Context: an optimization exercise on an open-source flow, tuned for small area. The choices shown serve that exercise and are no tape-out recipe. Where RTL was checked, it was by simulation tests only, not by an equivalence proof against the original. Only the layout flow was run in run 2; the RTL was not checked for function there. Power is estimated from default activity; no workload was simulated.

==> flow/design.v <==
module mux8_16(sel, in0, in1, in2, in3, in4, in5, in6, in7, out);
  input  [2:0]  sel;
  input  [15:0] in0, in1, in2, in3, in4, in5, in6, in7;
  output [15:0] out;
  reg    [15:0] out;
  always @(sel or in0 or in1 or in2 or in3 or in4 or in5 or in6 or in7)
    case(sel)
     3'd0:  out = in0;
     3'd1:  out = in1;
     3'd2:  out = in2;
     3'd3:  out = in3;
     3'd4:  out = in4;
     3'd5:  out = in5;
     3'd6:  out = in6;
     3'd7:  out = in7;
    endcase
endmodule
module mux8_1(sel, in0, in1, in2, in3, in4, in5, in6, in7, out);
  input  [2:0]  sel;
  input  in0, in1, in2, in3, in4, in5, in6, in7;
  output out;
  reg    out;
  always @(sel or in0 or in1 or in2 or in3 or in4 or in5 or in6 or in7)
    case(sel)
     3'd0:  out = in0;
     3'd1:  out = in1;
     3'd2:  out = in2;
     3'd3:  out = in3;
     3'd4:  out = in4;
     3'd5:  out = in5;
     3'd6:  out = in6;
     3'd7:  out = in7;
    endcase
endmodule
module mux4_16(sel, in0, in1, in2, in3, out);
  input  [1:0]  sel;
  input  [15:0] in0, in1, in2, in3;
  output [15:0] out;
  reg    [15:0] out;
  always @(sel or in0 or in1 or in2 or in3)
    case(sel)
     2'd0:  out = in0;
     2'd1:  out = in1;
     2'd2:  out = in2;
     2'd3:  out = in3;
    endcase
endmodule
module fulladd16 (
    input  [15:0] x,
    input  [15:0] y,
    input         ci,
    output        co,
    output [15:0] z,
    input         s
  );
  assign {co,z} = {1'b0, x} + {s, y} + ci;
endmodule
`timescale 1ns/10ps
module div_uu(clk, ena, z, d, q, s, div0, ovf);
	parameter z_width = 16;
	parameter d_width = z_width /2;
	input clk;                
	input ena;                
	input  [z_width -1:0] z;  
	input  [d_width -1:0] d;  
	output [d_width -1:0] q;  
	output [d_width -1:0] s;  
	output div0;
	output ovf;
	reg [d_width-1:0] q;
	reg [d_width-1:0] s;
	reg div0;
	reg ovf;
	function [z_width:0] gen_s;
		input [z_width:0] si;
		input [z_width:0] di;
	begin
	  if(si[z_width])
	    gen_s = {si[z_width-1:0], 1'b0} + di;
	  else
	    gen_s = {si[z_width-1:0], 1'b0} - di;
	end
	endfunction
	function [d_width-1:0] gen_q;
		input [d_width-1:0] qi;
		input [z_width:0] si;
	begin
	  gen_q = {qi[d_width-2:0], ~si[z_width]};
	end
	endfunction
	function [d_width-1:0] assign_s;
		input [z_width:0] si;
		input [z_width:0] di;
		reg [z_width:0] tmp;
	begin
	  if(si[z_width])
	    tmp = si + di;
	  else
	    tmp = si;
	  assign_s = tmp[z_width-1:z_width-d_width];
	end
	endfunction
	reg [d_width-1:0] q_pipe  [d_width-1:0];
	reg [z_width:0] s_pipe  [d_width:1];
	reg [z_width:0] d_pipe  [d_width:1];
	reg [d_width:1] div0_pipe, ovf_pipe;
	wire [z_width:0] d_pipe0    = {1'b0, d, {(z_width-d_width){1'b0}} };
	wire [z_width:0] s_pipe0    = {1'b0, z};
	wire             ovf_pipe0  = !(z[z_width-1:d_width] < d);
	wire             div0_pipe0 = ~|d;
	integer n0, n1, n2, n3;
	always @(posedge clk)
	  if(ena)
	  begin
	    d_pipe[1] <= d_pipe0;
	    for(n0=2; n0 <= d_width; n0=n0+1)
	       d_pipe[n0] <= d_pipe[n0-1];
	  end
	always @(posedge clk)
	  if(ena)
	  begin
	    s_pipe[1] <= gen_s(s_pipe0, d_pipe0);
	    for(n1=2; n1 <= d_width; n1=n1+1)
	       s_pipe[n1] <= gen_s(s_pipe[n1-1], d_pipe[n1-1]);
	  end
	always @(posedge clk)
	  q_pipe[0] <= 0;
	always @(posedge clk)
	  if(ena)
	    for(n2=1; n2 < d_width; n2=n2+1)
	       q_pipe[n2] <= gen_q(q_pipe[n2-1], s_pipe[n2]);
	always @(posedge clk)
	  if(ena)
	  begin
	    ovf_pipe[1]  <= ovf_pipe0;
	    div0_pipe[1] <= div0_pipe0;
	    for(n3=2; n3 <= d_width; n3=n3+1)
	    begin
	        ovf_pipe[n3] <= ovf_pipe[n3-1];
	        div0_pipe[n3] <= div0_pipe[n3-1];
	    end
	  end
	always @(posedge clk)
	  if(ena)
	    ovf <= ovf_pipe[d_width];
	always @(posedge clk)
	  if(ena)
	    div0 <= div0_pipe[d_width];
	always @(posedge clk)
	  if(ena)
	    q <= gen_q(q_pipe[d_width-1], s_pipe[d_width]);
	always @(posedge clk)
	  if(ena)
	    s <= assign_s(s_pipe[d_width], d_pipe[d_width]);
endmodule
`timescale 1ns/10ps
module div_su(clk, ena, z, d, q, s, div0, ovf);
  parameter z_width = 16;
  parameter d_width = z_width /2;
  input clk;               
  input ena;               
  input  [z_width-1:0] z;  
  input  [d_width-1:0] d;  
  output [d_width  :0] q;  
  output [d_width  :0] s;  
  output div0;
  output ovf;
  reg [d_width:0] q, s;
  reg div0;
  reg ovf;
  reg [z_width -1:0] iz;
  reg [d_width -1:0] id;
  reg [d_width +1:0] szpipe, sdpipe;
  wire [d_width -1:0] iq, is;
  wire                idiv0, iovf;
  always @(posedge clk)
    if (ena)
      if (d[d_width-1])
         id <= ~d +1'h1;
      else
         id <= d;
  always @(posedge clk)
    if (ena)
      if (z[z_width-1])
         iz <= ~z +1'h1;
      else
         iz <= z;
  integer n;
  always @(posedge clk)
    if(ena)
    begin
        szpipe[0] <= z[z_width-1];
        for(n=1; n <= d_width+1; n=n+1)
           szpipe[n] <= szpipe[n-1];
    end
  integer m;
  always @(posedge clk)
    if(ena)
    begin
        sdpipe[0] <= d[d_width-1];
        for(m=1; m <= d_width+1; m=m+1)
           sdpipe[m] <= sdpipe[m-1];
    end
  div_uu #(z_width, d_width)
  divider (
    .clk(clk),
    .ena(ena),
    .z(iz),
    .d(id),
    .q(iq),
    .s(is),
    .div0(idiv0),
    .ovf(iovf)
  );
  always @(posedge clk)
    if(ena)
      begin
         q <= (szpipe[d_width+1]^sdpipe[d_width+1]) ?
              ((~iq) + 1'h1) : ({1'b0, iq});
         s <= (szpipe[d_width+1]) ?
              ((~is) + 1'h1) : ({1'b0, is});
      end
  always @(posedge clk)
    if(ena)
    begin
        div0 <= idiv0;
        ovf  <= iovf;
    end
endmodule
`timescale 1ns/10ps
module mult (
    input                    clk,
    input      signed [16:0] a,
    input      signed [16:0] b,
    output reg signed [33:0] p
  );
  always @(posedge clk)
    p <= a * b;
endmodule
`timescale 1ns/10ps
module rotate (
    input  [15:0] x,
    input  [ 4:0] y,
    input  [ 1:0] func,   
    input         cfi,
    input         word_op,
    output [15:0] out,
    output        cfo,
    input         ofi,
    output        ofo
  );
  wire [4:0] ror16, rol16, rcr16, rcl16, rot16;
  wire [3:0] ror8, rol8, rcr8, rcl8, rot8;
  wire [7:0] out8;
  wire [15:0] out16;
  wire co8, co16;
  wire unchanged;
  rxr8 rxr8_0 (
    .x  (x[7:0]),
    .ci (cfi),
    .y  (rot8),
    .e  (func[1]),
    .w  (out8),
    .co (co8)
  );
  rxr16 rxr16_0 (
    .x  (x),
    .ci (cfi),
    .y  (rot16),
    .e  (func[1]),
    .w  (out16),
    .co (co16)
  );
  assign unchanged = word_op ? (y==5'b0) : (y[3:0]==4'b0);
  assign ror16 = { 1'b0, y[3:0] };
  assign rol16 = { 1'b0, -y[3:0] };
  assign ror8  = { 1'b0, y[2:0] };
  assign rol8  = { 1'b0, -y[2:0] };
  assign rcr16 = (y <= 5'd16) ? y : { 1'b0, y[3:0] - 4'b1 };
  assign rcl16 = (y <= 5'd17) ? 5'd17 - y : 6'd34 - y;
  assign rcr8  = y[3:0] <= 4'd8 ? y[3:0] : { 1'b0, y[2:0] - 3'b1 };
  assign rcl8  = y[3:0] <= 4'd9 ? 4'd9 - y[3:0] : 5'd18 - y[3:0];
  assign rot8 = func[1] ? (func[0] ? rcl8 : rcr8 )
                        : (func[0] ? rol8 : ror8 );
  assign rot16 = func[1] ? (func[0] ? rcl16 : rcr16 )
                         : (func[0] ? rol16 : ror16 );
  assign out = word_op ? out16 : { x[15:8], out8 };
  assign cfo = unchanged ? cfi : (func[1] ? (word_op ? co16 : co8)
                                          : (func[0] ? out[0]
                                            : (word_op ? out[15] : out[7])));
  assign ofo = unchanged ? ofi : (func[0] ?  
                         (word_op ? cfo^out[15] : cfo^out[7])
                       :  
                         (word_op ? out[15]^out[14] : out[7]^out[6]));
endmodule
module rxr16 (
    input      [15:0] x,
    input             ci,
    input      [ 4:0] y,
    input             e,
    output reg [15:0] w,
    output reg        co
  );
  always @(x or ci or y or e)
    case (y)
      default: {co,w} <= {ci,x};
      5'd01: {co,w} <= e ? {x[0], ci, x[15:1]} : {ci, x[0], x[15:1]};
      5'd02: {co,w} <= e ? {x[ 1:0], ci, x[15: 2]} : {ci, x[ 1:0], x[15: 2]};
      5'd03: {co,w} <= e ? {x[ 2:0], ci, x[15: 3]} : {ci, x[ 2:0], x[15: 3]};
      5'd04: {co,w} <= e ? {x[ 3:0], ci, x[15: 4]} : {ci, x[ 3:0], x[15: 4]};
      5'd05: {co,w} <= e ? {x[ 4:0], ci, x[15: 5]} : {ci, x[ 4:0], x[15: 5]};
      5'd06: {co,w} <= e ? {x[ 5:0], ci, x[15: 6]} : {ci, x[ 5:0], x[15: 6]};
      5'd07: {co,w} <= e ? {x[ 6:0], ci, x[15: 7]} : {ci, x[ 6:0], x[15: 7]};
      5'd08: {co,w} <= e ? {x[ 7:0], ci, x[15: 8]} : {ci, x[ 7:0], x[15: 8]};
      5'd09: {co,w} <= e ? {x[ 8:0], ci, x[15: 9]} : {ci, x[ 8:0], x[15: 9]};
      5'd10: {co,w} <= e ? {x[ 9:0], ci, x[15:10]} : {ci, x[ 9:0], x[15:10]};
      5'd11: {co,w} <= e ? {x[10:0], ci, x[15:11]} : {ci, x[10:0], x[15:11]};
      5'd12: {co,w} <= e ? {x[11:0], ci, x[15:12]} : {ci, x[11:0], x[15:12]};
      5'd13: {co,w} <= e ? {x[12:0], ci, x[15:13]} : {ci, x[12:0], x[15:13]};
      5'd14: {co,w} <= e ? {x[13:0], ci, x[15:14]} : {ci, x[13:0], x[15:14]};
      5'd15: {co,w} <= e ? {x[14:0], ci, x[15]} : {ci, x[14:0], x[15]};
      5'd16: {co,w} <= {x,ci};
    endcase
endmodule
module rxr8 (
    input      [7:0] x,
    input            ci,
    input      [3:0] y,
    input            e,
    output reg [7:0] w,
    output reg       co
  );
  always @(x or ci or y or e)
    case (y)
      default: {co,w} <= {ci,x};
      5'd01: {co,w} <= e ? {x[0], ci, x[7:1]} : {ci, x[0], x[7:1]};
      5'd02: {co,w} <= e ? {x[1:0], ci, x[7:2]} : {ci, x[1:0], x[7:2]};
      5'd03: {co,w} <= e ? {x[2:0], ci, x[7:3]} : {ci, x[2:0], x[7:3]};
      5'd04: {co,w} <= e ? {x[3:0], ci, x[7:4]} : {ci, x[3:0], x[7:4]};
      5'd05: {co,w} <= e ? {x[4:0], ci, x[7:5]} : {ci, x[4:0], x[7:5]};
      5'd06: {co,w} <= e ? {x[5:0], ci, x[7:6]} : {ci, x[5:0], x[7:6]};
      5'd07: {co,w} <= e ? {x[6:0], ci, x[7]} : {ci, x[6:0], x[7]};
      5'd08: {co,w} <= {x,ci};
    endcase
endmodule
`timescale 1ns/10ps
module alu (
    input  [31:0] x,
    input  [15:0] y,
    output [31:0] out,
    input  [ 2:0] t,
    input  [ 2:0] func,
    input  [15:0] iflags,
    output [ 8:0] oflags,
    input         word_op,
    input  [15:0] seg,
    input  [15:0] off,
    input         clk,
    output        div_exc
  );
  wire [15:0] add, log, shi, rot;
  wire  [8:0] othflags;
  wire [19:0] oth;
  wire [31:0] cnv, mul;
  wire af_add, af_cnv;
  wire cf_cnv, cf_add, cf_mul, cf_log, cf_shi, cf_rot;
  wire of_cnv, of_add, of_mul, of_log, of_shi, of_rot;
  wire ofi, sfi, zfi, afi, pfi, cfi;
  wire ofo, sfo, zfo, afo, pfo, cfo;
  wire flags_unchanged;
  wire dexc;
  addsub add1 (x[15:0], y, add, func, word_op, cfi, cf_add, af_add, of_add);
  conv cnv2 (
    .x      (x[15:0]),
    .func   (func),
    .out    (cnv),
    .iflags ({afi, cfi}),
    .oflags ({af_cnv, of_cnv, cf_cnv})
  );
  muldiv mul3 (
    .x       (x),
    .y       (y),
    .o       (mul),
    .f       (func),
    .word_op (word_op),
    .cfo     (cf_mul),
    .ofo     (of_mul),
    .clk     (clk),
    .exc     (dexc)
  );
  bitlog log4 (x[15:0], y, log, func, cf_log, of_log);
  shifts shi5 (x[15:0], y[4:0], shi, func[1:0], word_op, cfi, ofi, cf_shi, of_shi);
  rotate rot6 (x[15:0], y[4:0], func[1:0], cfi, word_op, rot, cf_rot, ofi, of_rot);
  othop  oth7 (x[15:0], y, seg, off, iflags, func, word_op, oth, othflags);
  mux8_16 m0(t, {8'd0, y[7:0]}, add, cnv[15:0],
             mul[15:0], log, shi, rot, oth[15:0], out[15:0]);
  mux8_16 m1(t, 16'd0, 16'd0, cnv[31:16], mul[31:16],
             16'd0, 16'd0, 16'd0, {12'b0,oth[19:16]}, out[31:16]);
  mux8_1  a1(t, 1'b0, cf_add, cf_cnv, cf_mul, cf_log, cf_shi, cf_rot, 1'b0, cfo);
  mux8_1  a2(t, 1'b0, af_add, af_cnv, 1'b0, 1'b0, 1'b0, afi, 1'b0, afo);
  mux8_1  a3(t, 1'b0, of_add, of_cnv, of_mul, of_log, of_shi, of_rot, 1'b0, ofo);
  assign pfo = flags_unchanged ? pfi : ^~ out[7:0];
  assign zfo = flags_unchanged ? zfi
             : ((word_op && (t!=3'd2)) ? ~|out[15:0] : ~|out[7:0]);
  assign sfo = flags_unchanged ? sfi
             : ((word_op && (t!=3'd2)) ? out[15] : out[7]);
  assign oflags = (t == 3'd7) ? othflags 
                 : { ofo, iflags[10:8], sfo, zfo, afo, pfo, cfo };
  assign ofi = iflags[11];
  assign sfi = iflags[7];
  assign zfi = iflags[6];
  assign afi = iflags[4];
  assign pfi = iflags[2];
  assign cfi = iflags[0];
  assign flags_unchanged = (t == 3'd4 && func == 3'd2
                         || t == 3'd5 && y[4:0] == 5'h0
                         || t == 3'd6);
  assign div_exc = func[1] && (t==3'd3) && dexc;
endmodule
module addsub (
    input  [15:0] x,
    input  [15:0] y,
    output [15:0] out,
    input  [ 2:0] f,
    input         word_op,
    input         cfi,
    output        cfo,
    output        afo,
    output        ofo
  );
  wire [15:0] op2;
  wire ci;
  wire cfoadd;
  wire xs, ys, os;
  fulladd16 fa0 (  
    .x  (x),       
    .y  (op2),
    .ci (ci),
    .co (cfoadd),
    .z  (out),
    .s  (f[2])
  );
  assign op2 = f[2] ? ~y
             : ((f[1:0]==2'b11) ? { 8'b0, y[7:0] } : y);
  assign ci  = f[2] & f[1] | f[2] & ~f[0] & ~cfi
             | f[2] & f[0] | (f==3'b0) & cfi;
  assign afo = f[1] ? (f[2] ? &out[3:0] : ~|out[3:0] )
                    : (x[4] ^ y[4] ^ out[4]);
  assign cfo = f[1] ? cfi  
             : (word_op ? cfoadd : (x[8]^y[8]^out[8]));
  assign xs  = word_op ? x[15] : x[7];
  assign ys  = word_op ? y[15] : y[7];
  assign os  = word_op ? out[15] : out[7];
  assign ofo = f[2] ? (~xs & ys & os | xs & ~ys & ~os)
                    : (~xs & ~ys & os | xs & ys & ~os);
endmodule
module conv (
    input  [15:0] x,
    input  [ 2:0] func,
    output [31:0] out,
    input  [ 1:0] iflags,  
    output [ 2:0] oflags   
  );
  wire        afi, cfi;
  wire        ofo, afo, cfo;
  wire [15:0] aaa, aas;
  wire [ 7:0] daa, tmpdaa, das, tmpdas;
  wire [15:0] cbw, cwd;
  wire        acond, dcond;
  wire        tmpcf;
  mux8_16 m0(func, cbw, aaa, aas, 16'd0,
                   cwd, {x[15:8], daa}, {x[15:8], das}, 16'd0, out[15:0]);
  assign aaa = (acond ? (x + 16'h0106) : x) & 16'hff0f;
  assign aas = (acond ? (x - 16'h0106) : x) & 16'hff0f;
  assign tmpdaa = acond ? (x[7:0] + 8'h06) : x[7:0];
  assign daa    = dcond ? (tmpdaa + 8'h60) : tmpdaa;
  assign tmpdas = acond ? (x[7:0] - 8'h06) : x[7:0];
  assign das    = dcond ? (tmpdas - 8'h60) : tmpdas;
  assign               cbw   = { { 8{x[ 7]}}, x[7:0] };
  assign { out[31:16], cwd } = { {16{x[15]}}, x      };
  assign acond = ((x[7:0] & 8'h0f) > 8'h09) | afi;
  assign dcond = (x[7:0] > 8'h99) | cfi;
  assign afi = iflags[1];
  assign cfi = iflags[0];
  assign afo = acond;
  assign ofo = 1'b0;
  assign tmpcf = (x[7:0] < 8'h06) | cfi;
  assign cfo = func[2] ? (dcond ? 1'b1 : (acond & tmpcf))
             : acond;
  assign oflags = { afo, ofo, cfo };
endmodule
module muldiv (
    input  [31:0] x,   
    input  [15:0] y,
    output [31:0] o,
    input  [ 2:0] f,
    input         word_op,
    output        cfo,
    output        ofo,
    input         clk,
    output        exc
  );
  wire as, bs, cfs, cfu;
  wire [16:0] a, b;
  wire [33:0] p;
  wire div0, over, ovf, mint;
  wire [33:0] zi;
  wire [16:0] di;
  wire [17:0] q;
  wire [17:0] s;
  mult signmul17 (
    .clk (clk),
    .a   (a),
    .b   (b),
    .p   (p)
  );
  div_su #(34) dut (
    .clk  (clk),
    .ena  (1'b1),
    .z    (zi),
    .d    (di),
    .q    (q),
    .s    (s),
    .ovf  (ovf),
    .div0 (div0)
  );
  assign as  = f[0] & (word_op ? x[15] : x[7]);
  assign bs  = f[0] & (word_op ? y[15] : y[7]);
  assign a   = word_op ? { as, x[15:0] }
                       : { {9{as}}, x[7:0] };
  assign b   = word_op ? { bs, y } : { {9{bs}}, y[7:0] };
  assign zi  = f[2] ? { 26'h0, x[7:0] }
               : (word_op ? (f[0] ? { {2{x[31]}}, x }
                               : { 2'b0, x })
                       : (f[0] ? { {18{x[15]}}, x[15:0] }
                               : { 18'b0, x[15:0] }));
  assign di  = word_op ? (f[0] ? { y[15], y } : { 1'b0, y })
                       : (f[0] ? { {9{y[7]}}, y[7:0] }
                               : { 9'h000, y[7:0] });
  assign o   = f[2] ? { 16'h0, q[7:0], s[7:0] }
               : (f[1] ? ( word_op ? {s[15:0], q[15:0]}
                                : {16'h0, s[7:0], q[7:0]})
                    : p[31:0]);
  assign ofo = f[1] ? 1'b0 : cfo;
  assign cfo = f[1] ? 1'b0 : !(f[0] ? cfs : cfu);
  assign cfu = word_op ? (o[31:16] == 16'h0)
                       : (o[15:8] == 8'h0);
  assign cfs = word_op ? (o[31:16] == {16{o[15]}})
                       : (o[15:8] == {8{o[7]}});
  assign over = f[2] ? 1'b0
              : (word_op ? (f[0] ? (q[17:16]!={2{q[15]}})
                                : (q[17:16]!=2'b0) )
                        : (f[0] ? (q[17:8]!={10{q[7]}})
                                : (q[17:8]!=10'h000)));
  assign mint = f[0] & (word_op ? (x==32'h80000000)
                                : (x==16'h8000));
  assign exc  = div0 | (!f[2] & ovf) | over | mint;
endmodule
module bitlog(x, y, out, func, cfo, ofo);
  input  [15:0] x, y;
  input  [2:0]  func;
  output [15:0] out;
  output        cfo, ofo;
  wire [15:0] and_n, or_n, not_n, xor_n;
  mux8_16 m0(func, and_n, or_n, not_n, xor_n, 16'd0, 16'd0, 16'd0, 16'd0, out);
  assign and_n  = x & y;
  assign or_n   = x | y;
  assign not_n  = ~x;
  assign xor_n  = x ^ y;
  assign cfo = 1'b0;
  assign ofo = 1'b0;
endmodule
module shifts(x, y, out, func, word_op, cfi, ofi, cfo, ofo);
  input  [15:0] x;
  input  [ 4:0] y;
  input   [1:0] func;
  input         word_op;
  output [15:0] out;
  output        cfo, ofo;
  input         cfi, ofi;
  wire [15:0] sal, sar, shr, sal16, sar16, shr16;
  wire [7:0]  sal8, sar8, shr8;
  wire ofo_shl, ofo_sar, ofo_shr;
  wire cfo_sal8, cfo_sal16, cfo_sar8, cfo_sar16, cfo_shr8, cfo_shr16;
  wire cfo16, cfo8;
  wire unchanged;
  mux4_16 m0(func, sal, sar, shr, 16'd0, out);
  assign { cfo_sal16, sal16 } = x << y;
  assign { sar16, cfo_sar16 } = (y > 5'd16) ? 17'h1ffff
    : (({x,1'b0} >> y) | (x[15] ? (17'h1ffff << (17 - y))
                                     : 17'h0));
  assign { shr16, cfo_shr16 } = ({x,1'b0} >> y);
  assign { cfo_sal8, sal8 } = x[7:0] << y;
  assign { sar8, cfo_sar8 } = (y > 5'd8) ? 9'h1ff
    : (({x[7:0],1'b0} >> y) | (x[7] ? (9'h1ff << (9 - y))
                                         : 9'h0));
  assign { shr8, cfo_shr8 } = ({x[7:0],1'b0} >> y);
  assign sal     = word_op ? sal16 : { 8'd0, sal8 };
  assign shr     = word_op ? shr16 : { 8'd0, shr8 };
  assign sar     = word_op ? sar16 : { {8{sar8[7]}}, sar8 };
  assign ofo = unchanged ? ofi
             : (func[1] ? ofo_shr : (func[0] ? ofo_sar : ofo_shl));
  assign cfo16 = func[1] ? cfo_shr16
               : (func[0] ? cfo_sar16 : cfo_sal16);
  assign cfo8  = func[1] ? cfo_shr8
               : (func[0] ? cfo_sar8 : cfo_sal8);
  assign cfo = unchanged ? cfi : (word_op ? cfo16 : cfo8);
  assign ofo_shl = word_op ? (out[15] != cfo) : (out[7] != cfo);
  assign ofo_sar = 1'b0;
  assign ofo_shr = word_op ? x[15] : x[7];
  assign unchanged = word_op ? (y==5'b0) : (y[3:0]==4'b0);
endmodule
module othop (x, y, seg, off, iflags, func, word_op, out, oflags);
  input [15:0] x, y, off, seg, iflags;
  input [2:0] func;
  input word_op;
  output [19:0] out;
  output [8:0] oflags;
  wire [15:0] deff, deff2, outf, clcm, setf, intf, strf;
  wire [19:0] dcmp, dcmp2; 
  wire dfi;
  mux8_16 m0(func, dcmp[15:0], dcmp2[15:0], deff, outf, clcm, setf, 
                   intf, strf, out[15:0]);
  assign out[19:16] = func ? dcmp2[19:16] : dcmp[19:16];
  assign dcmp  = (seg << 4) + deff;
  assign dcmp2 = (seg << 4) + deff2;
  assign deff  = x + y + off;
  assign deff2 = x + y + off + 16'd2;
  assign outf  = y;
  assign clcm  = y[2] ? (y[1] ?   {iflags[15:1], 1'b0} 
                         :   {iflags[15:11], 1'b0, iflags[9:0]})
                     : (y[1] ?   {iflags[15:10], 1'b0, iflags[8:0]}
                       :   {iflags[15:1], ~iflags[0]});
  assign setf  = y[2] ? (y[1] ?   {iflags[15:1], 1'b1} 
                         :   {iflags[15:11], 1'b1, iflags[9:0]})
                     : (y[1] ?   {iflags[15:10], 1'b1, iflags[8:0]}
                       :   iflags);
  assign intf = {iflags[15:10], 2'b0, iflags[7:0]};
  assign dfi  = iflags[10];
  assign strf = dfi ? (x - y) : (x + y);
  assign oflags = word_op ? { out[11:6], out[4], out[2], out[0] }
                           : { iflags[11:8], out[7:6], out[4], out[2], out[0] };
endmodule
`timescale 1ns/10ps
module regfile (
    output [15:0] a,
    output [15:0] b,
    output [15:0] c,
    output [15:0] cs,
    output [15:0] ip,
    input  [31:0] d,
    output [15:0] s,
    output reg [8:0] flags,
    input         wr,
    input         wrfl,
    input         wrhi,
    input         clk,
    input         rst,
    input  [ 3:0] addr_a,
    input  [ 3:0] addr_b,
    input  [ 3:0] addr_c,
    input  [ 3:0] addr_d,
    input  [ 1:0] addr_s,
    input  [ 8:0] iflags,
    input         word_op,
    input         a_byte,
    input         b_byte,
    input         c_byte,
    output        cx_zero,
    input         wr_ip0
  );
  reg [15:0] r[15:0];
  wire [7:0] a8, b8, c8;
  assign a = (a_byte & ~addr_a[3]) ? { {8{a8[7]}}, a8} : r[addr_a];
  assign a8 = addr_a[2] ? r[addr_a[1:0]][15:8] : r[addr_a][7:0];
  assign b = (b_byte & ~addr_b[3]) ? { {8{b8[7]}}, b8} : r[addr_b];
  assign b8 = addr_b[2] ? r[addr_b[1:0]][15:8] : r[addr_b][7:0];
  assign c = (c_byte & ~addr_c[3]) ? { {8{c8[7]}}, c8} : r[addr_c];
  assign c8 = addr_c[2] ? r[addr_c[1:0]][15:8] : r[addr_c][7:0];
  assign s = r[{2'b10,addr_s}];
  assign cs = r[9];
  assign cx_zero = (addr_d==4'd1) ? (d==16'd0) : (r[1]==16'd0);
  assign ip = r[15];
  always @(posedge clk)
    if (rst) begin
      r[0]  <= 16'd0; r[1]  <= 16'd0;
      r[2]  <= 16'd0; r[3]  <= 16'd0;
      r[4]  <= 16'd0; r[5]  <= 16'd0;
      r[6]  <= 16'd0; r[7]  <= 16'd0;
      r[8]  <= 16'd0; r[9]  <= 16'hf000;
      r[10] <= 16'd0; r[11] <= 16'd0;
      r[12] <= 16'd0; r[13] <= 16'd0;
      r[14] <= 16'd0; r[15] <= 16'hfff0;
      flags <= 9'd0;
    end else
      begin
        if (wr) begin
          if (word_op | addr_d[3:2]==2'b10)
             r[addr_d] <= word_op ? d[15:0] : {{8{d[7]}},d[7:0]};
          else if (addr_d[3]~^addr_d[2]) r[addr_d][7:0] <= d[7:0];
          else r[{2'b0,addr_d[1:0]}][15:8] <= d[7:0];
        end
        if (wrfl) flags <= iflags;
        if (wrhi) r[4'd2] <= d[31:16];
        if (wr_ip0) r[14] <= ip;
      end
endmodule
`timescale 1ns/10ps
module jmp_cond (
    input [4:0]  logic_flags,
    input [3:0]  cond,
    input        is_cx,
    input [15:0] cx,
    output reg   jmp
  );
  wire of, sf, zf, pf, cf;
  wire cx_zero;
  assign of = logic_flags[4];
  assign sf = logic_flags[3];
  assign zf = logic_flags[2];
  assign pf = logic_flags[1];
  assign cf = logic_flags[0];
  assign cx_zero = ~(|cx);
  always @(cond or is_cx or cx_zero or zf or of or cf or sf or pf)
    if (is_cx) case (cond)
        4'b0000: jmp <= cx_zero;          
        4'b0001: jmp <= ~cx_zero;         
        4'b0010: jmp <= zf & ~cx_zero;    
        default: jmp <= ~zf & ~cx_zero;  
      endcase
    else case (cond)
      4'b0000: jmp <= of;
      4'b0001: jmp <= ~of;
      4'b0010: jmp <= cf;
      4'b0011: jmp <= ~cf;
      4'b0100: jmp <= zf;
      4'b0101: jmp <= ~zf;
      4'b0110: jmp <= cf | zf;
      4'b0111: jmp <= ~cf & ~zf;
      4'b1000: jmp <= sf;
      4'b1001: jmp <= ~sf;
      4'b1010: jmp <= pf;
      4'b1011: jmp <= ~pf;
      4'b1100: jmp <= (sf ^ of);
      4'b1101: jmp <= (sf ^~ of);
      4'b1110: jmp <= zf | (sf ^ of);
      4'b1111: jmp <= ~zf & (sf ^~ of);
    endcase
endmodule
`timescale 1ns/10ps
module exec (
    input [36-1:0] ir,
    input [15:0]  off,
    input [15:0]  imm,
    output [15:0] cs,
    output [15:0] ip,
    output        of,
    output        zf,
    output        cx_zero,
    input         clk,
    input         rst,
    input [15:0]  memout,
    output [15:0] wr_data,
    output [19:0] addr,
    output        we,
    output        m_io,
    output        byteop,
    input         block,
    output        div_exc,
    input         wrip0,
    output        ifl
  );
  wire [15:0] c;
  wire [15:0] omemalu;
  wire [ 3:0] addr_c;
  wire [ 3:0] addr_d;
  wire  [8:0] flags;
  wire [15:0] a, b, s, alu_iflags, bus_b;
  wire [31:0] aluout;
  wire [3:0]  addr_a, addr_b;
  wire [2:0]  t, func;
  wire [1:0]  addr_s;
  wire        wrfl, high, memalu, r_byte, c_byte;
  wire        wr, wr_reg;
  wire        wr_cnd;
  wire        jmp;
  wire        b_imm;
  wire  [8:0] iflags, oflags;
  wire  [4:0] logic_flags;
  wire        alu_word;
  wire        a_byte;
  wire        b_byte;
  wire        wr_high;
  wire        dive;
  alu     alu0( {c, a }, bus_b, aluout, t, func, alu_iflags, oflags,
               alu_word, s, off, clk, dive);
  regfile reg0 (
    a, b, c, cs, ip, {aluout[31:16], omemalu}, s, flags, wr_reg, wrfl,
                wr_high, clk, rst, addr_a, addr_b, addr_c, addr_d, addr_s, iflags,
                ~byteop, a_byte, b_byte, c_byte, cx_zero, wrip0);
  jmp_cond jc0( logic_flags, addr_b, addr_c[0], c, jmp);
  assign addr_s = ir[1:0];
  assign addr_a = ir[5:2];
  assign addr_b = ir[9:6];
  assign addr_c = ir[13:10];
  assign addr_d = ir[17:14];
  assign wrfl   = ir[18];
  assign we     = ir[19];
  assign wr     = ir[20];
  assign wr_cnd = ir[21];
  assign high   = ir[22];
  assign t      = ir[25:23];
  assign func   = ir[28:26];
  assign byteop = ir[29];
  assign memalu = ir[30];
  assign m_io   = ir[32];
  assign b_imm  = ir[33];
  assign r_byte = ir[34];
  assign c_byte = ir[35];
  assign omemalu = memalu ? aluout[15:0] : memout;
  assign bus_b   = b_imm ? imm : b;
  assign addr = aluout[19:0];
  assign wr_data = c;
  assign wr_reg  = (wr | (jmp & wr_cnd)) && !block && !div_exc;
  assign wr_high = high && !block && !div_exc;
  assign of  = flags[8];
  assign ifl = flags[6];
  assign zf  = flags[3];
  assign iflags = oflags;
  assign alu_iflags = { 4'b0, flags[8:3], 1'b0, flags[2], 1'b0, flags[1],
                        1'b1, flags[0] };
  assign logic_flags = { flags[8], flags[4], flags[3], flags[1], flags[0] };
  assign alu_word = (t==3'b011) ? ~r_byte : ~byteop;
  assign a_byte = (t==3'b011 && func[1]) ? 1'b0 : r_byte;
  assign b_byte = r_byte;
  assign div_exc = dive && wr;
endmodule
==> flow/run.sh <==
#!/bin/bash
# synth_recipe.tcl (not shown) runs the flow's synth.tcl, then flattens the netlist and writes it again
# the make line also repeats each setting of config.mk as NAME=value (left out here)
make -C /OpenROAD-flow-scripts/flow DESIGN_CONFIG=/design/flow/config.mk WORK_HOME=/design/flow/orfs CLKGATE_MAP_FILE= SYNTH_SCRIPT=/design/flow/synth_recipe.tcl finish
==> flow/config.mk <==
export PLATFORM = sky130hd
export DESIGN_NAME = exec
export DESIGN_NICKNAME = exec
export VERILOG_FILES = /design/flow/design.v
export SDC_FILE = /design/flow/constraint.sdc
export NUM_CORES = 4
export LEC_CHECK = 0
export CAP_MARGIN = 40
export CORE_MARGIN = 2
export CORE_UTILIZATION = 35
export SLEW_MARGIN = 40
==> flow/constraint.sdc <==
create_clock -name core_clock -period 18.0 [get_ports {clk}]
set_input_delay 3.6000 -clock core_clock [delete_from_list [all_inputs] [get_ports {clk}]]
set_output_delay 3.6000 -clock core_clock [all_outputs]
set_load 0.01 [all_outputs]
==> flow_summary.ini, run 1 <==
[floorplan]
fp.dieH_um = 498.1
dieArea_um2 = 248100
io_pins = 164
fp.coreArea_um2 = 243000
dieWidth_um = 498.1
start_util_pct = 35.17
rows = 181

[sta]
rsz0062_at_grt = false
slew_headroom_pct = 29.91
hold_viol = 0
drv_slew = 0
fmax_ghz = 0.05709
post-route-min-period_ns = 17.52
period_share_pct = 97.32
setup_viol = 0
finClkSkew_ns = 0.09792
fin_ws_ns = 0.4826
tns_ns = 0
tightest_slew_ns = 1.043

[detailed_routing]
vias = 72230
viasPerCell = 5.761
detail_route.wl_per_cell_um = 26.38
drt-initial-drc-count = 8220
routed_wl_mm = 330.7
postRouteAntennaNets = 0
drc = 0
drtPass1Iterations = 8

[grt]
grt_overflow_total = 0
grt_max_degree = 74
antenna_found_initial = 35
use_met2_pct = 39.23
top_usage_layer = met2
grt_pass1_vias = 71200
grtUsageMet1_pct = 33.95
grt.total_usage_pct = 26.01
grt_pass1_wl_mm = 480.2
gr-usage-met3_pct = 7.480

[clock_tree]
postCtsSetupBuffers = 0
cts.sinks = 1356
cts-root-buf = clkbuf_16
cts_buffer_depth = 3
path_clk_slew_ns = 0.06
cts-htree-levels = 4
cts_buffers = 148
clk_latency_ns = 0.84
cts_resized = 0
cts_tree = yes
cts_hold_buf = 0

[synth]
ys_types = 132
synth_flop_cell = dfxtp_1
ys_warn_count = 13
synth-seq-cells = 1356
synth_edf_count = 256
syn-cell-area_um2 = 85450
async_flop_share_pct = 0
yosysSeqAreaShare_pct = 34.77
synth_cells = 9019
avgSynthCellArea_um2 = 9.475

[placement]
dpl.hpwl_mm = 255.5
io_buffers = 158
dp_cells = 12250
dp_slack_ns = 1.004
gp_congestion = 1.030

[layout]
final_nets = 10130
layoutNonFillerInstCount = 12540
layout-drive-gt1-share_pct = 11.08
area_growth_pct = 13.44
fillers = 23730
fin_util_pct = 39.89

[setup_path]
critPathMaxFanout = 9
cp.required_ns = 14.40
cp_slowest_cell = clkdlybuf4s50_1
crit_path_end_kind = output port
crit_arrival_ns = 13.92
crit_path_start_kind = input port
critPathMaxStageDelay_ns = 0.81
criticalPathCategory = input port to output port

[run_status]
outcome = no timing/DRC/antenna violations

[power]
p_per_area_nw_per_um2 = 185.6
irDropWorstVdd_v = 0.0001811
power.leakage_nw = 39.42

[worst_hold_path]
min_path_type = register to register

[job]
maxCapViolCount = 0
-- routing by layer --
layer	routed length (µm)	vias up
li1	-	32180
met1	134900	35260
met2	141200	3860
met3	36040	895
met4	18390	30
met5	198	-
-- worst paths after layout --
kind / start / endpoint / slack [ns] / depth (start not counted)
min: alu0.mul3.dut.divider.s_pipe[12][15] / alu0.mul3.dut.divider.s_pipe[13][16] / 0.30 / 0
max reg2reg: reg0.r[15][7] / alu0.mul3.signmul17.p[31] / 7.23 / 29
max: ir[34] / cx_zero / 0.48 / 38
min reg2reg: alu0.mul3.dut.divider.s_pipe[12][15] / alu0.mul3.dut.divider.s_pipe[13][16] / 0.30 / 0
-- report_power, final --
part	switching (mW)	internal [mW]
logic	5.66	4.47
registers	0.584	4.15
clock network	1.30	1.83
-- synth_stat cells, types with 22 or more instances --
cell type | count | area (µm²)
o31ai_1 | 33 | 247.7
mux4_2 | 217 | 4887
nand2_1 | 714 | 2680
a22oi_1 | 40 | 300.3
fa_1 | 305 | 6106
and3_1 | 39 | 244.0
inv_1 | 686 | 2575
clkbuf_1 | 280 | 1051
o21a_1 | 35 | 262.8
a31oi_1 | 92 | 575.6
buf_4 | 23 | 172.7
buf_2 | 70 | 350.3
and2_1 | 27 | 168.9
o21ai_1 | 38 | 190.2
nand4_1 | 50 | 312.8
a2111oi_0 | 25 | 219.0
a211oi_1 | 67 | 503.0
a21oi_1 | 583 | 2918
o21bai_1 | 200 | 1501
nor2b_1 | 54 | 337.8
ha_1 | 539 | 6744
or3_1 | 51 | 319.1
a221oi_1 | 22 | 192.7
dfxtp_1 | 1100 | 22020
mux2i_1 | 102 | 1021
nor3_1 | 206 | 1031
o211ai_1 | 61 | 457.9
o21ai_0 | 355 | 1777
o221ai_1 | 33 | 289.0
o22ai_1 | 67 | 419.2
a211o_1 | 22 | 192.7
nor4_1 | 74 | 462.9
nand2b_1 | 55 | 344.1
xor2_1 | 248 | 2172
mux2_2 | 82 | 923.4
buf_1 | 56 | 210.2
nor2_1 | 921 | 3457
or2_2 | 26 | 162.7
nand3_1 | 121 | 605.6
a21boi_0 | 31 | 232.7
edfxtp_1 | 256 | 7687
xnor2_1 | 487 | 4265
a21o_1 | 76 | 570.6
-- layout make-up --
type	count	area [µm²]	area share [%]
timing repair buffer	472	3951	4.076
clock inverter	73	1011	1.043
antenna	12	30.03	0.03098
inverter	708	2663	2.747
clock buffer	200	4130	4.261
tap	3202	4006	4.133
sequential	1356	29710	30.65
multi-input combinational	6513	51440	53.06
-- cells in the final DEF (no fill, tap or decap), types with 248 or more instances in the layout --
cell type	n
a21oi_1	574
inv_1	681
nand2_1	712
buf_4	309
edfxtp_1	256
ha_1	539
xnor2_1	486
xor2_1	248
fa_1	304
o21ai_0	342
nor2_1	914
dfxtp_1	1100
-- stage by stage --
stage / hold WS [ns] / area, µm² / total power [mW]
final: 0.2974 / 96940 / 17.99
after global routing: 0.3136 / 96920 / 19.48
after CTS: 0.3048 / 96820 / 18.04
after detailed placement: 0.3121 / 91670 / 14.82
after global placement: 0.3100 / 91490 / 14.65
after floorplan: 0.3096 / 85460 / 12.26
-- worst max-delay path, delay by kind of cell --
family | cells | cell delay [ns]
compound gates | 13 | 3.51
simple gates | 10 | 2.45
buf+inv | 6 | 1.98
fa+ha+maj | 4 | 1.22
xor+xnor | 4 | 0.90
mux | 1 | 0.24
-- sequential cells by signal, summed over array words and instances, names as in the netlist, 9 cells and up --
register and cells:
alu0.mul3.dut.sdpipe 19, alu0.mul3.dut.divider.s_pipe 441, alu0.mul3.dut.id 17, alu0.mul3.dut.szpipe 19, alu0.mul3.dut.divider.d_pipe 288, alu0.mul3.dut.iz 34, alu0.mul3.dut.divider.q_pipe 136, alu0.mul3.dut.q 18
alu0.mul3.dut.divider.q 17, alu0.mul3.signmul17.p 32, reg0.flags 9, alu0.mul3.dut.divider.ovf_pipe 17, alu0.mul3.dut.divider.div0_pipe 17, alu0.mul3.dut.divider.s 16, reg0.r 256, alu0.mul3.dut.s 16
-- logic make-up after synthesis --
kind of cell / synth area share [%]
AND/OR/NAND/NOR: 13.02
AO/OA/AOI/OAI: 16.12
flip-flops: 34.77
buffers and inverters: 5.401
adder cells (fa/ha/maj): 15.07
XOR/XNOR: 7.533
multiplexers: 8.078
other: 0.004388
==> inputs of run 2 (changes only) <==
--- a/flow/design.v
+++ b/flow/design.v
@@ -57,174 +57,110 @@
 endmodule
 `timescale 1ns/10ps
-module div_uu(clk, ena, z, d, q, s, div0, ovf);
-	parameter z_width = 16;
-	parameter d_width = z_width /2;
-	input clk;                
-	input ena;                
-	input  [z_width -1:0] z;  
-	input  [d_width -1:0] d;  
-	output [d_width -1:0] q;  
-	output [d_width -1:0] s;  
-	output div0;
-	output ovf;
-	reg [d_width-1:0] q;
-	reg [d_width-1:0] s;
-	reg div0;
-	reg ovf;
-	function [z_width:0] gen_s;
-		input [z_width:0] si;
-		input [z_width:0] di;
-	begin
-	  if(si[z_width])
-	    gen_s = {si[z_width-1:0], 1'b0} + di;
-	  else
-	    gen_s = {si[z_width-1:0], 1'b0} - di;
-	end
-	endfunction
-	function [d_width-1:0] gen_q;
-		input [d_width-1:0] qi;
-		input [z_width:0] si;
-	begin
-	  gen_q = {qi[d_width-2:0], ~si[z_width]};
-	end
-	endfunction
-	function [d_width-1:0] assign_s;
-		input [z_width:0] si;
-		input [z_width:0] di;
-		reg [z_width:0] tmp;
-	begin
-	  if(si[z_width])
-	    tmp = si + di;
-	  else
-	    tmp = si;
-	  assign_s = tmp[z_width-1:z_width-d_width];
-	end
-	endfunction
-	reg [d_width-1:0] q_pipe  [d_width-1:0];
-	reg [z_width:0] s_pipe  [d_width:1];
-	reg [z_width:0] d_pipe  [d_width:1];
-	reg [d_width:1] div0_pipe, ovf_pipe;
-	wire [z_width:0] d_pipe0    = {1'b0, d, {(z_width-d_width){1'b0}} };
-	wire [z_width:0] s_pipe0    = {1'b0, z};
-	wire             ovf_pipe0  = !(z[z_width-1:d_width] < d);
-	wire             div0_pipe0 = ~|d;
-	integer n0, n1, n2, n3;
-	always @(posedge clk)
-	  if(ena)
-	  begin
-	    d_pipe[1] <= d_pipe0;
-	    for(n0=2; n0 <= d_width; n0=n0+1)
-	       d_pipe[n0] <= d_pipe[n0-1];
-	  end
-	always @(posedge clk)
-	  if(ena)
-	  begin
-	    s_pipe[1] <= gen_s(s_pipe0, d_pipe0);
-	    for(n1=2; n1 <= d_width; n1=n1+1)
-	       s_pipe[n1] <= gen_s(s_pipe[n1-1], d_pipe[n1-1]);
-	  end
-	always @(posedge clk)
-	  q_pipe[0] <= 0;
-	always @(posedge clk)
-	  if(ena)
-	    for(n2=1; n2 < d_width; n2=n2+1)
-	       q_pipe[n2] <= gen_q(q_pipe[n2-1], s_pipe[n2]);
-	always @(posedge clk)
-	  if(ena)
-	  begin
-	    ovf_pipe[1]  <= ovf_pipe0;
-	    div0_pipe[1] <= div0_pipe0;
-	    for(n3=2; n3 <= d_width; n3=n3+1)
-	    begin
-	        ovf_pipe[n3] <= ovf_pipe[n3-1];
-	        div0_pipe[n3] <= div0_pipe[n3-1];
-	    end
-	  end
-	always @(posedge clk)
-	  if(ena)
-	    ovf <= ovf_pipe[d_width];
-	always @(posedge clk)
-	  if(ena)
-	    div0 <= div0_pipe[d_width];
-	always @(posedge clk)
-	  if(ena)
-	    q <= gen_q(q_pipe[d_width-1], s_pipe[d_width]);
-	always @(posedge clk)
-	  if(ena)
-	    s <= assign_s(s_pipe[d_width], d_pipe[d_width]);
+module rca #(parameter W = 16) (
+    input  [W-1:0] x,
+    input  [W-1:0] y,
+    input          ci,
+    output [W-1:0] z,
+    output         co
+  );
+  wire [W:0] c;
+  assign c[0] = ci;
+  genvar i;
+  generate
+    for (i = 0; i < W; i = i + 1) begin : b
+      assign z[i]   = x[i] ^ y[i] ^ c[i];
+      assign c[i+1] = (x[i] & y[i]) | (c[i] & (x[i] ^ y[i]));
+    end
+  endgenerate
+  assign co = c[W];
+endmodule
+module div_step (
+    input  [34:0] wi,
+    input  [15:0] d,
+    output [34:0] wo
+  );
+  wire        neg = wi[34];
+  wire [17:0] a   = {wi[33:17], wi[16]};
+  wire [17:0] b   = {{2{~neg}}, d ^ {16{~neg}}};
+  wire [17:0] h;
+  wire        co;
+  rca #(18) add (.x(a), .y(b), .ci(~neg), .z(h), .co(co));
+  assign wo = {h, wi[15:0], ~h[17]};
 endmodule
 `timescale 1ns/10ps
-module div_su(clk, ena, z, d, q, s, div0, ovf);
-  parameter z_width = 16;
-  parameter d_width = z_width /2;
-  input clk;               
-  input ena;               
-  input  [z_width-1:0] z;  
-  input  [d_width-1:0] d;  
-  output [d_width  :0] q;  
-  output [d_width  :0] s;  
-  output div0;
-  output ovf;
-  reg [d_width:0] q, s;
-  reg div0;
-  reg ovf;
-  reg [z_width -1:0] iz;
-  reg [d_width -1:0] id;
-  reg [d_width +1:0] szpipe, sdpipe;
-  wire [d_width -1:0] iq, is;
-  wire                idiv0, iovf;
-  always @(posedge clk)
-    if (ena)
-      if (d[d_width-1])
-         id <= ~d +1'h1;
-      else
-         id <= d;
-  always @(posedge clk)
-    if (ena)
-      if (z[z_width-1])
-         iz <= ~z +1'h1;
-      else
-         iz <= z;
-  integer n;
-  always @(posedge clk)
-    if(ena)
-    begin
-        szpipe[0] <= z[z_width-1];
-        for(n=1; n <= d_width+1; n=n+1)
-           szpipe[n] <= szpipe[n-1];
-    end
-  integer m;
-  always @(posedge clk)
-    if(ena)
-    begin
-        sdpipe[0] <= d[d_width-1];
-        for(m=1; m <= d_width+1; m=m+1)
-           sdpipe[m] <= sdpipe[m-1];
-    end
-  div_uu #(z_width, d_width)
-  divider (
-    .clk(clk),
-    .ena(ena),
-    .z(iz),
-    .d(id),
-    .q(iq),
-    .s(is),
-    .div0(idiv0),
-    .ovf(iovf)
-  );
-  always @(posedge clk)
-    if(ena)
-      begin
-         q <= (szpipe[d_width+1]^sdpipe[d_width+1]) ?
-              ((~iq) + 1'h1) : ({1'b0, iq});
-         s <= (szpipe[d_width+1]) ?
-              ((~is) + 1'h1) : ({1'b0, is});
+module div_su (
+    input         clk,
+    input  [31:0] x,
+    input  [15:0] y,
+    input         f0,        
+    input         f2,        
+    input         word_op,
+    output [15:0] q,
+    output [15:0] s,
+    output        div0,
+    output        ovfc0,     
+    output        ovfc1      
+  );
+  localparam K = 2;              
+  localparam NR = 16 / K;        
+  localparam L = 19 - NR;        
+  wire        zs = ~f2 & f0 & (word_op ? x[31] : x[15]);
+  wire [31:0] zv = f2 ? {24'h0, x[7:0]}
+                 : (word_op ? x : {{16{f0 & x[15]}}, x[15:0]});
+  wire        ds = f0 & (word_op ? y[15] : y[7]);
+  wire [15:0] dv = word_op ? y : {{8{ds}}, y[7:0]};
+  reg  [31:0] iz;
+  reg  [15:0] id;
+  reg         rzs, rqs;
+  always @(posedge clk) begin
+    iz  <= zs ? -zv : zv;
+    id  <= ds ? -dv : dv;
+    rzs <= zs;
+    rqs <= zs ^ ds;
+  end
+  wire iovf = ~({2'b00, iz[31:17]} < {1'b0, id});
+  wire [34:0] wc [1:17];
+  wire [34:0] wi [0:17];
+  wire [15:0] di [0:17];
+  wire [ 2:0] fi [0:17];    
+  assign wi[0] = {3'b000, iz};
+  assign di[0] = id;
+  assign fi[0] = {rzs, rqs, iovf};
+  genvar k;
+  generate
+    for (k = 1; k <= 17; k = k + 1) begin : st
+      div_step u (.wi(wi[k-1]), .d(di[k-1]), .wo(wc[k]));
+      if (k % K == 0 && k < 17) begin : r
+        reg [34:0] w;
+        reg [15:0] d;
+        reg [ 2:0] f;
+        always @(posedge clk) begin
+          w <= wc[k];
+          d <= di[k-1];
+          f <= fi[k-1];
+        end
+        assign wi[k] = w;
+        assign di[k] = d;
+        assign fi[k] = f;
+      end else begin : c
+        assign wi[k] = wc[k];
+        assign di[k] = di[k-1];
+        assign fi[k] = fi[k-1];
       end
-  always @(posedge clk)
-    if(ena)
-    begin
-        div0 <= idiv0;
-        ovf  <= iovf;
     end
+  endgenerate
+  wire [17:0] h17 = wi[17][34:17];
+  wire [16:0] uq  = wi[17][16:0];
+  wire [16:0] us  = h17[16:0] + (h17[17] ? {1'b0, di[17]} : 17'd0);
+  wire [17:0] sq  = fi[17][1] ? -{1'b0, uq} : {1'b0, uq};
+  wire [15:0] ss  = fi[17][2] ? -us[15:0] : us[15:0];
+  wire        ov  = fi[17][0];
+  wire        dz  = ~|di[17];
+  wire        c0  = ov | (sq[17:16] == 2'b00);
+  wire        c1  = ov | (sq[17:16] == 2'b11);
+  reg [35*L-1:0] dl;
+  always @(posedge clk)
+    dl <= {dl[35*L-36:0], sq[15:0], ss, dz, c0, c1};
+  assign {q, s, div0, ovfc0, ovfc1} = dl[35*L-1:35*L-35];
 endmodule
 `timescale 1ns/10ps
@@ -505,8 +441,6 @@
   wire [33:0] p;
   wire div0, over, ovf, mint;
-  wire [33:0] zi;
-  wire [16:0] di;
-  wire [17:0] q;
-  wire [17:0] s;
+  wire [15:0] q, s;
+  wire        c0, c1;
   mult signmul17 (
     .clk (clk),
@@ -515,13 +449,16 @@
     .p   (p)
   );
-  div_su #(34) dut (
-    .clk  (clk),
-    .ena  (1'b1),
-    .z    (zi),
-    .d    (di),
-    .q    (q),
-    .s    (s),
-    .ovf  (ovf),
-    .div0 (div0)
+  div_su dut (
+    .clk     (clk),
+    .x       (x),
+    .y       (y),
+    .f0      (f[0]),
+    .f2      (f[2]),
+    .word_op (word_op),
+    .q       (q),
+    .s       (s),
+    .div0    (div0),
+    .ovfc0   (c0),
+    .ovfc1   (c1)
   );
   assign as  = f[0] & (word_op ? x[15] : x[7]);
@@ -530,12 +467,4 @@
                        : { {9{as}}, x[7:0] };
   assign b   = word_op ? { bs, y } : { {9{bs}}, y[7:0] };
-  assign zi  = f[2] ? { 26'h0, x[7:0] }
-               : (word_op ? (f[0] ? { {2{x[31]}}, x }
-                               : { 2'b0, x })
-                       : (f[0] ? { {18{x[15]}}, x[15:0] }
-                               : { 18'b0, x[15:0] }));
-  assign di  = word_op ? (f[0] ? { y[15], y } : { 1'b0, y })
-                       : (f[0] ? { {9{y[7]}}, y[7:0] }
-                               : { 9'h000, y[7:0] });
   assign o   = f[2] ? { 16'h0, q[7:0], s[7:0] }
                : (f[1] ? ( word_op ? {s[15:0], q[15:0]}
@@ -548,9 +477,11 @@
   assign cfs = word_op ? (o[31:16] == {16{o[15]}})
                        : (o[15:8] == {8{o[7]}});
+  assign ovf  = c0 & c1;
   assign over = f[2] ? 1'b0
-              : (word_op ? (f[0] ? (q[17:16]!={2{q[15]}})
-                                : (q[17:16]!=2'b0) )
-                        : (f[0] ? (q[17:8]!={10{q[7]}})
-                                : (q[17:8]!=10'h000)));
+              : (word_op ? (f[0] ? !(q[15] ? c1 : c0)
+                                : !c0)
+                        : (f[0] ? !(q[7] ? (c1 && q[15:8]==8'hff)
+                                         : (c0 && q[15:8]==8'h00))
+                                : !(c0 && q[15:8]==8'h00)));
   assign mint = f[0] & (word_op ? (x==32'h80000000)
                                 : (x==16'h8000));
==> run 2 against run 1 <==
Compared with the run above: worst setup slack gained 0.48 ns; final cell count shrank 20%; synthesized cell count shrank 22%; synthesized area shrank 15%; fmax grew 2.8%; via count shrank 20%; core utilization shrank 0.30 points; register-to-register slack lost 4.2 ns; die area shrank 14%; critical path type unchanged; non-clock buffer count shrank 69.
==> flow_summary.ini, run 2 <==
[run_status]
outcome = no timing/DRC/antenna violations

[clock_tree]
clk_latency_ns = 0.79
cts_tree = yes
cts_buffers = 112
cts_resized = 0
cts.sinks = 1164
cts_hold_buf = 0
cts-htree-levels = 3
cts-root-buf = clkbuf_16
cts_buffer_depth = 3
postCtsSetupBuffers = 0
path_clk_slew_ns = 0.07

[setup_path]
critPathMaxStageDelay_ns = 0.78
crit_path_start_kind = input port
crit_family = compound AO/OA/AOI/OAI gates
crit_arrival_ns = 13.44
critPathMostFrequentCell = o21ai_0
crit_path_end_kind = output port
criticalPathCategory = input port to output port
cp_slowest_cell = nand4b_1
rrSetupSlack_ns = 2.99
critPathMaxFanout = 8
cp.buffers_inverters = 5
cp.required_ns = 14.40

[grt]
grt.total_usage_pct = 25.70
grt_pass1_vias = 57020
grt_pass1_wl_mm = 398.4
antenna_found_initial = 28
grt_max_degree = 61
grt_overflow_total = 0

[layout]
layout-drive-gt1-share_pct = 11.99
layout_common_cells = dfxtp_1 (903), nand2_1 (635), nor2_1 (571), fa_1 (559), inv_1 (506)
largest_reg_flops = 385
reg_top3 = alu0.mul3.dut.dl (385), alu0.mul3.dut.st.r.w (280), reg0.r (256)
area_growth_pct = 12.38
stdcell_area_um2 = 82060
final_common_cell = dfxtp_1
final_nets = 8018
layoutNonFillerInstCount = 10020
top_register = alu0.mul3.dut.dl
fin_util_pct = 39.59

[sta]
finClkSkew_ns = 0.08570
fmax_ghz = 0.05869
hold_viol = 0
period_share_pct = 94.66
tns_ns = 0
drv_slew = 0
setup_viol = 0
slew_headroom_pct = 31.57
timing.hold.ws_ns = 0.2665
tightest_slew_ns = 1.014
rsz0062_at_grt = false
post-route-min-period_ns = 17.04

[worst_hold_path]
min_path_type = register to register

[power]
irDropWorstVdd_v = 0.0001898
p_per_area_nw_per_um2 = 223.2
power.leakage_nw = 32.43

[synth]
yosysSeqAreaShare_pct = 35.42
synth-seq-cells = 1164
synth_common_cells = dfxtp_1 (908), nand2_1 (636), nor2_1 (575)
synth_largest_area_cell = dfxtp_1
synth.area.top_cells = dfxtp_1 (25%), fa_1 (15%), edfxtp_1 (11%)
synth_edf_count = 256
yosysMostFrequentCell = dfxtp_1
synth_top_area_share_pct = 24.89
ys_warn_count = 9
async_flop_share_pct = 0
synth_flop_cell = dfxtp_1
ys_types = 128
avgSynthCellArea_um2 = 10.34
synth_cells = 7061
syn-cell-area_um2 = 73020

[placement]
dpl.hpwl_mm = 209.5
placed_area_um2 = 78090
io_buffers = 158
gp_congestion = 1.020
dp_cells = 9801

[detailed_routing]
postRouteAntennaNets = 0
routed_wl_mm = 275.3
drtPass1Iterations = 9
viasPerCell = 5.745
drc = 0
drt-initial-drc-count = 7314
vias = 57570
detail_route.wl_per_cell_um = 27.47

[job]
maxCapViolCount = 0

[floorplan]
fp.dieH_um = 460.8
dieArea_um2 = 212300
dieWidth_um = 460.8
fp.coreArea_um2 = 207300
io_pins = 164
start_util_pct = 35.23
rows = 167
## run 2: changes by cell type after synthesis, sizes merged, moves of 172 or more
cell	delta
a21oi	-290
ha	-299
nor2	-346
fa	+255
dfxtp	-192
o21bai	-172
## run 2: layer usage
layer / up-vias / wire (µm) / track usage (%)
met5: - / 109 / 0
met4: 16 / 16990 / 14.17
met3: 791 / 31780 / 7.013
met2: 3634 / 119800 / 39.06
met1: 28440 / 106600 / 33.03
li1: 24690 / - / -
## run 2: area by class of cell
class                           instances  area, µm²
Antenna cell                           11      27.53
Fill cell                           20260     125200
Multi-Input combinational cell       4920      43360
Timing Repair Buffer                  403       3440
Tap cell                             2788       3488
Clock buffer                          158       3178
Inverter                              529       1992
Sequential cell                      1164      25870
Clock inverter                         47      699.4
## run 2: path summary, 6_finish.rpt
| check | start | to | cells after the start |
|---|---|---|---|
| worst max register to register | alu0.mul3.dut.st[14].r.w[34] | alu0.mul3.dut.st[16].r.w[34] | 44 |
| worst max-delay path | ir[25] | cx_zero | 38 |
| worst min register to register | alu0.mul3.dut.st[14].r.f[1] | alu0.mul3.dut.st[16].r.f[1] | 0 |
| worst min-delay path | alu0.mul3.dut.st[14].r.f[1] | alu0.mul3.dut.st[16].r.f[1] | 0 |
## run 2: through the flow
step | setup slack (ns) | total power [mW]
after CTS | 1.162 | 18.59
after global routing | 0.6126 | 20.50
after detailed placement | 1.259 | 16.08
after global placement | 1.140 | 15.95
final | 0.9605 | 18.31
after floorplan | 2.472 | 12.95
## run 2: cells by family after synthesis
| group | after synthesis | synth area share (%) |
|---|---|---|
| AND/OR/NAND/NOR | 1892 | 11.84 |
| flip-flops | 1164 | 35.42 |
| XOR/XNOR | 509 | 6.141 |
| multiplexers | 403 | 9.328 |
| buffers and inverters | 977 | 5.528 |
| adder cells (fa/ha/maj) | 800 | 19.47 |
| AO/OA/AOI/OAI | 1316 | 12.28 |
## run 2: where the power goes
group	internal (mW)	switching [mW]	total, mW
clock network	1.39	1.04	2.43
registers	3.88	0.441	4.32
logic	4.95	6.60	11.6
total	10.2	8.09	18.3

-- port drivers added, routing unchanged --
How much do the figures lean on ideal ports? The routed layouts below were timed once more, with nothing changed but the port constraints. Step 1 sets driving cells, clkbuf_16 on the clock port and buf_2 on the other inputs (assumed; they add their load-dependent delay and slew). Step 2 times the ports against the registers' clock, not the clock port: input delays grow and output delays shrink by t, the midpoint of the rising clock arrivals with the driver on. Slacks: ideal / step 1 / step 2; pairs: ideal / step 1.
run | shift t [ns] | slack for setup (ns) | hold slack, ns | latest minus earliest clock arrival (ns) | slew at the worst register clock pin (ns)
run 1 | 0.889 | 0.483 / 0.454 / 0.454 | 0.297 / 0.297 / 0.297 | 0.098 / 0.098 | 0.07 / 0.07
run 2 | 0.832 | 0.961 / 0.939 / 0.939 | 0.267 / 0.267 / 0.267 | 0.085 / 0.086 | 0.08 / 0.08
After both steps setup and hold are still met in every run listed. The setup slack of run 1, which loses most, moves by -0.029 ns with the drivers and by -0.029 ns with both steps.
